From an optimization exercise on the open Yosys and OpenROAD flow, aimed at small area and a short achievable clock period; shortcuts taken in it are not production practice. Where RTL was checked, it was by simulation tests only, not by an equivalence proof against the original. Power and IR drop assume default switching activity.

==> inputs of job 5103 <==
## arm7_execute
module arm7_execute (
	input             clk,
	input      [31:0] instr_i,   
	input      [31:0] rn_i,      
	input      [31:0] rd_i,      
	input      [31:0] rs_i,      
	input      [31:0] rm_i,      
	input      [31:0] pc_i,      
	input      [3:0]  nzcv_i,    
	output     [31:0] result_o,
	output     [3:0]  nzcv_o,
	output reg        wb_o,
	output reg        exec_o
);
==> flow/config.mk <==
export PLATFORM = sky130hd
export DESIGN_NAME = arm7_execute
export DESIGN_NICKNAME = arm7_execute
export VERILOG_FILES = /design/flow/design.v
export SDC_FILE = /design/flow/constraint.sdc
export NUM_CORES = 4
export LEC_CHECK = 0
export CAP_MARGIN = 20
export CORE_MARGIN = 2
export CORE_UTILIZATION = 40
export SLEW_MARGIN = 20
export TNS_END_PERCENT = 0
==> flow/constraint.sdc <==
create_clock -name core_clock -period 13.0 [get_ports {clk}]
set_input_delay 2.6000 -clock core_clock [delete_from_list [all_inputs] [get_ports {clk}]]
set_output_delay 2.6000 -clock core_clock [all_outputs]
set_load 0.01 [all_outputs]
standard.sh (not shown) runs the stock make flow with config.mk's settings and CLKGATE_MAP_FILE= SYNTH_SCRIPT=/design/flow/synth_recipe.tcl, a recipe that flattens the netlist after the stock synthesis.
==> flow/flow/run.sh <==
#!/bin/bash
set -euo pipefail
MARGIN=$(cat flow/margin)
bash standard.sh SETUP_SLACK_MARGIN=$MARGIN finish > flow_standard.log 2>&1
==> flow/flow/margin <==
8
==> job 6683: changes against job 5103 <==
--- a/flow/design.v
+++ b/flow/design.v
@@ -1,28 +1,34 @@
-module alu(operand_1, ps, pc, cin, arith, sel_ms, sel_mc, zfix, a31, b31,
-           c_from_shifter, v_old, result, c_flag, v_flag);
+module alu(operand_1, ps, pc, cin, arith, sel_ms, sel_mc,
+           result, cout, c31, e32, e31);
 	input  [31:0] operand_1, ps, pc;
-	input         cin, arith, sel_ms, sel_mc, zfix, a31, b31;
-	input         c_from_shifter, v_old;
+	input         cin, arith, sel_ms, sel_mc;
 	output [31:0] result;
-	output        c_flag, v_flag;
+	output        cout, c31, e32, e31;
 	wire [32:0] kk = {1'b0, ps} + {1'b0, pc};
 	wire [31:0] kl = {1'b0, ps[30:0]} + {1'b0, pc[30:0]};
 	wire k32 = kk[32], k31 = kl[31];
 	wire [31:0] ms = operand_1 ^ ps ^ pc;
 	wire [31:0] mc = (operand_1 & ps) | (operand_1 & pc) | (ps & pc);
 	wire [32:0] sum  = {1'b0, ms} + {1'b0, mc[30:0], cin};
-	wire        cout = sum[32];
-	wire        c31  = sum[31] ^ ms[31] ^ mc[30];
-	wire cs   = mc[31] ^ cout ^ k32;    
-	wire c31s = mc[30] ^ c31 ^ k31;     
-	wire zc31 = ~c31s;
-	wire zc   = (zc31 & a31) | (zc31 & b31) | (a31 & b31);
+	assign cout = sum[32];
+	assign c31  = sum[31] ^ ms[31] ^ mc[30];
+	assign e32 = mc[31] ^ k32;
+	assign e31 = mc[30] ^ k31;
 	wire [31:0] logic_r = (ms & {32{sel_ms}}) | (mc & {32{sel_mc}});
 	assign result = arith ? sum[31:0] : logic_r;
+endmodule
+module alu_flags(cout, c31, e32, e31, arith, zfix, a31, b31, c_from_shifter, v_old,
+                 c_flag, v_flag);
+	input  cout, c31, e32, e31, arith, zfix, a31, b31, c_from_shifter, v_old;
+	output c_flag, v_flag;
+	wire cs   = cout ^ e32;    
+	wire c31s = c31 ^ e31;     
+	wire zc31 = ~c31s;
+	wire zc   = (zc31 & a31) | (zc31 & b31) | (a31 & b31);
 	assign c_flag = ~arith ? c_from_shifter : zfix ? zc : cs;
 	assign v_flag = ~arith ? v_old : zfix ? (zc31 ^ zc) : (c31s ^ cs);
 endmodule
 module bshift(instr_bit_25, imm_value, Rm, Rs, cin, operand2, c_to_alu);
 	input        instr_bit_25;
 	input [11:0] imm_value;
 	input [31:0] Rm;
@@ -715,25 +721,37 @@
 end
 wire zfix = sub_q & (inv1_q ? (op1_q[30:0] == 31'h7fffffff) : (m3_q[30:0] == 31'd0));
 wire [31:0] ps, pc_;
 multiplier Multiplier(
 	.m(rm_q), .m3(m3_q), .s1(s1_q), .s2(s2_q), .s3(s3_q), .s4(s4_q),
 	.ng(ng_q), .dot0(dot0_q), .S(ps), .C(pc_));
 wire [31:0] alu_result;
-wire        alu_c, alu_v;
+wire        alu_cout, alu_c31, alu_e32, alu_e31;
 alu ALU(
 	.operand_1(op1_q), .ps(ps), .pc(pc_), .cin(cin_q), .arith(arith_q),
-	.sel_ms(sel_ms_q), .sel_mc(sel_mc_q), .zfix(zfix), .a31(a31_q), .b31(m3_q[31]),
-	.c_from_shifter(csh_q), .v_old(v_q),
-	.result(alu_result), .c_flag(alu_c), .v_flag(alu_v));
+	.sel_ms(sel_ms_q), .sel_mc(sel_mc_q),
+	.result(alu_result), .cout(alu_cout), .c31(alu_c31), .e32(alu_e32), .e31(alu_e31));
 reg [31:0] res_q;
-reg        c_o, v_o;
+reg        cout_o, c31_o, e32_o, e31_o, arith_o, zfix_o, a31_o, b31_o, csh_o, v_o;
 always @(posedge clk) begin
 	res_q  <= alu_result;
-	c_o    <= alu_c;
-	v_o    <= alu_v;
+	cout_o <= alu_cout;
+	c31_o  <= alu_c31;
+	e32_o  <= alu_e32;
+	e31_o  <= alu_e31;
+	arith_o <= arith_q;
+	zfix_o <= zfix;
+	a31_o  <= a31_q;
+	b31_o  <= m3_q[31];
+	csh_o  <= csh_q;
+	v_o    <= v_q;
 	wb_o   <= wb_q;
 	exec_o <= exec_q;
 end
+wire c_flag, v_flag;
+alu_flags Flags(
+	.cout(cout_o), .c31(c31_o), .e32(e32_o), .e31(e31_o), .arith(arith_o), .zfix(zfix_o),
+	.a31(a31_o), .b31(b31_o), .c_from_shifter(csh_o), .v_old(v_o),
+	.c_flag(c_flag), .v_flag(v_flag));
 assign result_o = res_q;
-assign nzcv_o   = {res_q[31], ~|res_q, c_o, v_o};
+assign nzcv_o   = {res_q[31], ~|res_q, c_flag, v_flag};
 endmodule
==> flow/flow/run.sh (replaced) <==
#!/bin/bash
set -euo pipefail
MARGIN=$(cat flow/margin)
bash standard.sh SETUP_SLACK_MARGIN=$MARGIN \
  "BUFFER_PORTS_ARGS=-buffer_cell sky130_fd_sc_hd__buf_2" finish > flow_standard.log 2>&1
==> flow/config.mk (replaced) <==
export PLATFORM = sky130hd
export DESIGN_NAME = arm7_execute
export DESIGN_NICKNAME = arm7_execute
export VERILOG_FILES = /design/flow/design.v
export SDC_FILE = /design/flow/constraint.sdc
export NUM_CORES = 4
export LEC_CHECK = 0
export CAP_MARGIN = 20
export CORE_MARGIN = 2
export CORE_UTILIZATION = 55
export SLEW_MARGIN = 20
export TNS_END_PERCENT = 0
==> job 607: changes against job 5103 <==
--- a/flow/design.v
+++ b/flow/design.v
@@ -24,57 +24,95 @@
 endmodule
 module bshift(instr_bit_25, imm_value, Rm, Rs, cin, operand2, c_to_alu);
 	input        instr_bit_25;
 	input [11:0] imm_value;
 	input [31:0] Rm;
 	input [7:0]  Rs;
 	input        cin;
-	output [31:0] operand2;
-	output        c_to_alu;
-	wire [2:0] sh       = imm_value[6:4];
+	output reg [31:0] operand2;
+	output reg        c_to_alu;
+	wire [2:0] sh   = imm_value[6:4];
 	wire       reg_form = sh[0];
 	wire [7:0] amt  = reg_form ? Rs : {3'd0, imm_value[11:7]};
 	wire [4:0] a5   = amt[4:0];
-	wire       hi   = |amt[7:5];                  
-	wire       az   = ~hi & (a5 == 5'd0);         
-	wire       a32  = (amt[7:5] == 3'd1) & (a5 == 5'd0);
-	wire       le64 = (amt[7:6] == 2'd0) | (amt == 8'd64);
+	wire       hi   = |amt[7:5];           
+	wire       a5z  = (a5 == 5'd0);
 	wire       lsl  = (sh[2:1] == 2'd0);
 	wire       lsr  = (sh[2:1] == 2'd1);
 	wire       asr  = (sh[2:1] == 2'd2);
 	wire       ror  = (sh[2:1] == 2'd3);
-	wire       rrx  = ror & ~reg_form & (a5 == 5'd0);
+	wire       rrx  = ror & ~reg_form & a5z;
 	wire       sign = Rm[31];
-	wire       imm  = instr_bit_25;
-	wire [31:0] src = imm ? {24'd0, imm_value[7:0]} : Rm;
-	wire [4:0]  r   = imm ? {imm_value[11:8], 1'b0} :
+	wire [31:0] src = instr_bit_25 ? {24'd0, imm_value[7:0]} : Rm;
+	wire [4:0]  r   = instr_bit_25 ? {imm_value[11:8], 1'b0} :
 	                  lsl ? (5'd0 - a5) :
 	                  rrx ? 5'd1 : a5;
 	wire [31:0] s0 = r[0] ? {src[0],    src[31:1]}  : src;
 	wire [31:0] s1 = r[1] ? {s0[1:0],   s0[31:2]}   : s0;
 	wire [31:0] s2 = r[2] ? {s1[3:0],   s1[31:4]}   : s1;
 	wire [31:0] s3 = r[3] ? {s2[7:0],   s2[31:8]}   : s2;
 	wire [31:0] rot = r[4] ? {s3[15:0], s3[31:16]}  : s3;
-	wire m_ones = imm | ((ror | az) & ~rrx);
-	wire m_left = ~imm & lsl & ~az & ~hi;
-	wire m_right = ~imm & ((lsr & ~az & ~hi) | (asr & ~az & ~hi) | rrx |
-	                       (asr & hi & ~a32 & sign & le64 & (amt != 8'd64)));
-	wire [4:0] ma = rrx ? 5'd1 : a5;
-	wire [31:0] rmask = 32'hffffffff >> ma;
-	wire [31:0] lmask = 32'hffffffff << ma;
-	wire [31:0] M = {32{m_ones}} | ({32{m_left}} & lmask) | ({32{m_right}} & rmask);
-	wire f1   = ~imm & asr & hi;                  
-	wire fill = ~imm & ((asr & ~az & ~hi) | (asr & a32) ? sign : (rrx ? cin : 1'b0));
-	assign operand2 = ((rot | {32{f1}}) & M) | ({32{fill}} & ~M);
-	wire c_rot31 = imm ? (imm_value[11:8] != 4'd0) :
-	               ((lsr | asr) & ~az & ~hi) | (lsr & a32) | rrx | (ror & ~rrx & (a5 != 5'd0));
-	wire c_rot0  = ~imm & lsl & ~az & (~hi | a32);
-	wire c_const = (imm | az | (ror & ~rrx)) ? cin :
-	               (asr & hi & le64) ? sign : 1'b0;
-	assign c_to_alu = c_rot31 ? rot[31] : c_rot0 ? rot[0] : c_const;
+	wire [31:0] rmask = 32'hffffffff >> a5;
+	wire [31:0] lmask = 32'hffffffff << a5;
+	always @* begin
+		if (instr_bit_25) begin
+			operand2 = rot;
+			c_to_alu = (imm_value[11:8] == 4'd0) ? cin : rot[31];
+		end else if (lsl) begin
+			if (amt == 8'd0) begin
+				operand2 = Rm;
+				c_to_alu = cin;
+			end else if (hi) begin
+				operand2 = 32'd0;
+				c_to_alu = (amt == 8'd32) ? Rm[0] : 1'b0;
+			end else begin
+				operand2 = rot & lmask;
+				c_to_alu = rot[0];
+			end
+		end else if (lsr) begin
+			if (amt == 8'd0) begin
+				operand2 = Rm;
+				c_to_alu = cin;
+			end else if (hi) begin
+				operand2 = 32'd0;
+				c_to_alu = (amt == 8'd32) ? Rm[31] : 1'b0;
+			end else begin
+				operand2 = rot & rmask;
+				c_to_alu = rot[31];
+			end
+		end else if (asr) begin
+			if (amt == 8'd0) begin
+				operand2 = Rm;
+				c_to_alu = cin;
+			end else if (!hi) begin
+				operand2 = (rot & rmask) | ({32{sign}} & ~rmask);
+				c_to_alu = rot[31];
+			end else if (amt == 8'd32) begin
+				operand2 = {32{sign}};
+				c_to_alu = sign;
+			end else if (amt <= 8'd64) begin
+				operand2 = (sign && amt != 8'd64) ? rmask : 32'd0;
+				c_to_alu = sign;
+			end else begin
+				operand2 = 32'd0;
+				c_to_alu = 1'b0;
+			end
+		end else begin  
+			if (rrx) begin
+				operand2 = {cin, rot[30:0]};
+				c_to_alu = rot[31];
+			end else if (a5z) begin
+				operand2 = Rm;
+				c_to_alu = cin;
+			end else begin
+				operand2 = rot;
+				c_to_alu = rot[31];
+			end
+		end
+	end
 endmodule
 module cond(nzcv, condition_code, will_this_be_executed);
 	input  [3:0] nzcv;
 	input  [3:0] condition_code;
 	output reg   will_this_be_executed;
 	wire n = nzcv[3], z = nzcv[2], c = nzcv[1], v = nzcv[0];
 	always @* begin
@@ -657,14 +695,15 @@
 wire [31:0] sh_out;
 wire        sh_c;
 bshift BarrelShifter(
 	.instr_bit_25(instr_i[25]), .imm_value(instr_i[11:0]), .Rm(rm_i), .Rs(rs_i[7:0]),
 	.cin(nzcv_i[1]), .operand2(sh_out), .c_to_alu(sh_c));
 wire [31:0] op2_raw = is_br ? {{6{instr_i[23]}}, instr_i[23:0], 2'b00} : sh_out;
 wire [31:0] m3_d    = is_mul ? (rm_i + {rm_i[30:0], 1'b0}) : op2_raw;
+wire zfix_d = sub & (inv1 ? (op1_raw[30:0] == 31'd0) : (op2_raw[30:0] == 31'd0));
 reg [10:0] s1_d, s2_d, s3_d, s4_d;
 reg [9:0]  ng_d;
 reg        dot0_d;
 integer j;
 reg [3:0] bb;
 reg [2:0] q;
 always @* begin
@@ -685,15 +724,15 @@
 wire exec_d;
 cond conditionFieldChecker(
 	.nzcv(nzcv_i), .condition_code(instr_i[31:28]),
 	.will_this_be_executed(exec_d));
 reg [31:0] op1_q, rm_q, m3_q;
 reg [10:0] s1_q, s2_q, s3_q, s4_q;
 reg [9:0]  ng_q;
-reg        dot0_q, cin_q, arith_q, sel_ms_q, sel_mc_q, sub_q, inv1_q, a31_q;
+reg        dot0_q, cin_q, arith_q, sel_ms_q, sel_mc_q, zfix_q, a31_q, b31_q;
 reg        csh_q, v_q, wb_q, exec_q;
 always @(posedge clk) begin
 	op1_q    <= op1_d;
 	rm_q     <= rm_i;
 	m3_q     <= m3_d;
 	s1_q     <= s1_d;
 	s2_q     <= s2_d;
@@ -701,32 +740,31 @@
 	s4_q     <= s4_d;
 	ng_q     <= ng_d;
 	dot0_q   <= dot0_d;
 	cin_q    <= (cmode == 2'd1) | ((cmode == 2'd2) & nzcv_i[1]);
 	arith_q  <= arith;
 	sel_ms_q <= sel_ms;
 	sel_mc_q <= sel_mc;
-	sub_q    <= sub;
-	inv1_q   <= inv1;
+	zfix_q   <= zfix_d;
 	a31_q    <= op1_raw[31];
+	b31_q    <= op2_raw[31];
 	csh_q    <= sh_c;
 	v_q      <= nzcv_i[0];
 	wb_q     <= wb;
 	exec_q   <= exec_d;
 end
-wire zfix = sub_q & (inv1_q ? (op1_q[30:0] == 31'h7fffffff) : (m3_q[30:0] == 31'd0));
 wire [31:0] ps, pc_;
 multiplier Multiplier(
 	.m(rm_q), .m3(m3_q), .s1(s1_q), .s2(s2_q), .s3(s3_q), .s4(s4_q),
 	.ng(ng_q), .dot0(dot0_q), .S(ps), .C(pc_));
 wire [31:0] alu_result;
 wire        alu_c, alu_v;
 alu ALU(
 	.operand_1(op1_q), .ps(ps), .pc(pc_), .cin(cin_q), .arith(arith_q),
-	.sel_ms(sel_ms_q), .sel_mc(sel_mc_q), .zfix(zfix), .a31(a31_q), .b31(m3_q[31]),
+	.sel_ms(sel_ms_q), .sel_mc(sel_mc_q), .zfix(zfix_q), .a31(a31_q), .b31(b31_q),
 	.c_from_shifter(csh_q), .v_old(v_q),
 	.result(alu_result), .c_flag(alu_c), .v_flag(alu_v));
 reg [31:0] res_q;
 reg        c_o, v_o;
 always @(posedge clk) begin
 	res_q  <= alu_result;
 	c_o    <= alu_c;
==> flow/run.sh (new file) <==
#!/bin/bash
# synth_recipe.tcl (not shown) runs the flow's synth.tcl, then flattens the netlist and writes it again
# the make line also repeats each setting of config.mk as NAME=value (left out here)
make -C /OpenROAD-flow-scripts/flow DESIGN_CONFIG=/design/flow/config.mk WORK_HOME=/design/flow/orfs CLKGATE_MAP_FILE= SYNTH_SCRIPT=/design/flow/synth_recipe.tcl finish
--- a/flow/config.mk
+++ b/flow/config.mk
@@ -4,9 +4,9 @@
 export VERILOG_FILES = /design/flow/design.v
 export SDC_FILE = /design/flow/constraint.sdc
 export NUM_CORES = 4
 export LEC_CHECK = 0
 export CAP_MARGIN = 20
 export CORE_MARGIN = 2
 export CORE_UTILIZATION = 40
+export SETUP_SLACK_MARGIN = 5
 export SLEW_MARGIN = 20
-export TNS_END_PERCENT = 0
removed: flow/flow/run.sh
removed: flow/flow/margin
removed: flow/standard.sh
==> impl_metrics.py <==
metrics = {
    "drt": {
        "met1_length_um": 44500,
    },
    "synth": {
        "postSynthAreaPerCell_sq_um": 8.30,
    },
    "min_path": {
        "worstHoldStart": "exec_q",
    },
    "cells_and_area": {
        "multi_input_area_share_pct": 67.7,
    },
    "status": {
        "status": "complete, no violations",
    },
    "timing": {
        "worst_pin_slew_ns": 1.02,
    },
}
[end of results for job 5103]
==> impl_metrics.py <==
metrics = {
    "cells_and_area": {
        "multi_input_area_share_pct": 70.3,
    },
    "min_path": {
        "worstHoldStart": "v_q",
    },
    "status": {
        "status": "complete, no violations",
    },
    "drt": {
        "met1_length_um": 40000,
    },
    "worst_setup_path": {
        "crit_path_start_kind": "flop",
    },
}
[end of results for job 6683]
==> impl_metrics.py <==
metrics = {
    "power_and_ir_drop": {
        "pwr-share-comb_pct": 53.4,
    },
    "drt": {
        "met1_length_um": 49600,
    },
    "status": {
        "status": "complete, no violations",
    },
    "cells_and_area": {
        "multi_input_area_share_pct": 69.0,
    },
    "min_path": {
        "worstHoldStart": "wb_q",
    },
    "synth": {
        "postSynthAreaPerCell_sq_um": 8.16,
    },
}
[end of results for job 607]
No functional check of the RTL was part of job 607.

[static timing again, ports no longer ideal]
How much do the figures lean on ideal ports? The routed layouts below were timed once more, with nothing changed but the port constraints. Step 1 sets driving cells, clkbuf_16 on the clock port and buf_2 on the other inputs (assumed; they add their load-dependent delay and slew). Step 2 times the ports against the registers' clock, not the clock port: input delays grow and output delays shrink by t, the midpoint of the rising clock arrivals with the driver on. Slacks: ideal / step 1 / step 2; pairs: ideal / step 1.
| run | shift t [ns] | slack for setup (ns) | worst hold slack (ns) | worst setup path at the end | latest minus earliest clock arrival (ns) |
|---|---|---|---|---|---|
| job 5103 | 0.548 | 6.760 / 6.760 / 6.312 | 0.330 / 0.330 / 0.330 | input to register | 0.019 / 0.019 |
| job 6683 | 0.608 | 7.254 / 7.254 / 6.676 | 0.328 / 0.328 / 0.328 | input to register | 0.014 / 0.014 |
| job 607 | 0.550 | 4.911 / 4.930 / 4.379 | 0.321 / 0.321 / 0.321 | input to register | 0.029 / 0.029 |
After both steps every run listed still meets setup and hold. For job 6683, which loses most, drivers alone change the setup slack by 0.000 ns; drivers and shift together by -0.578 ns.
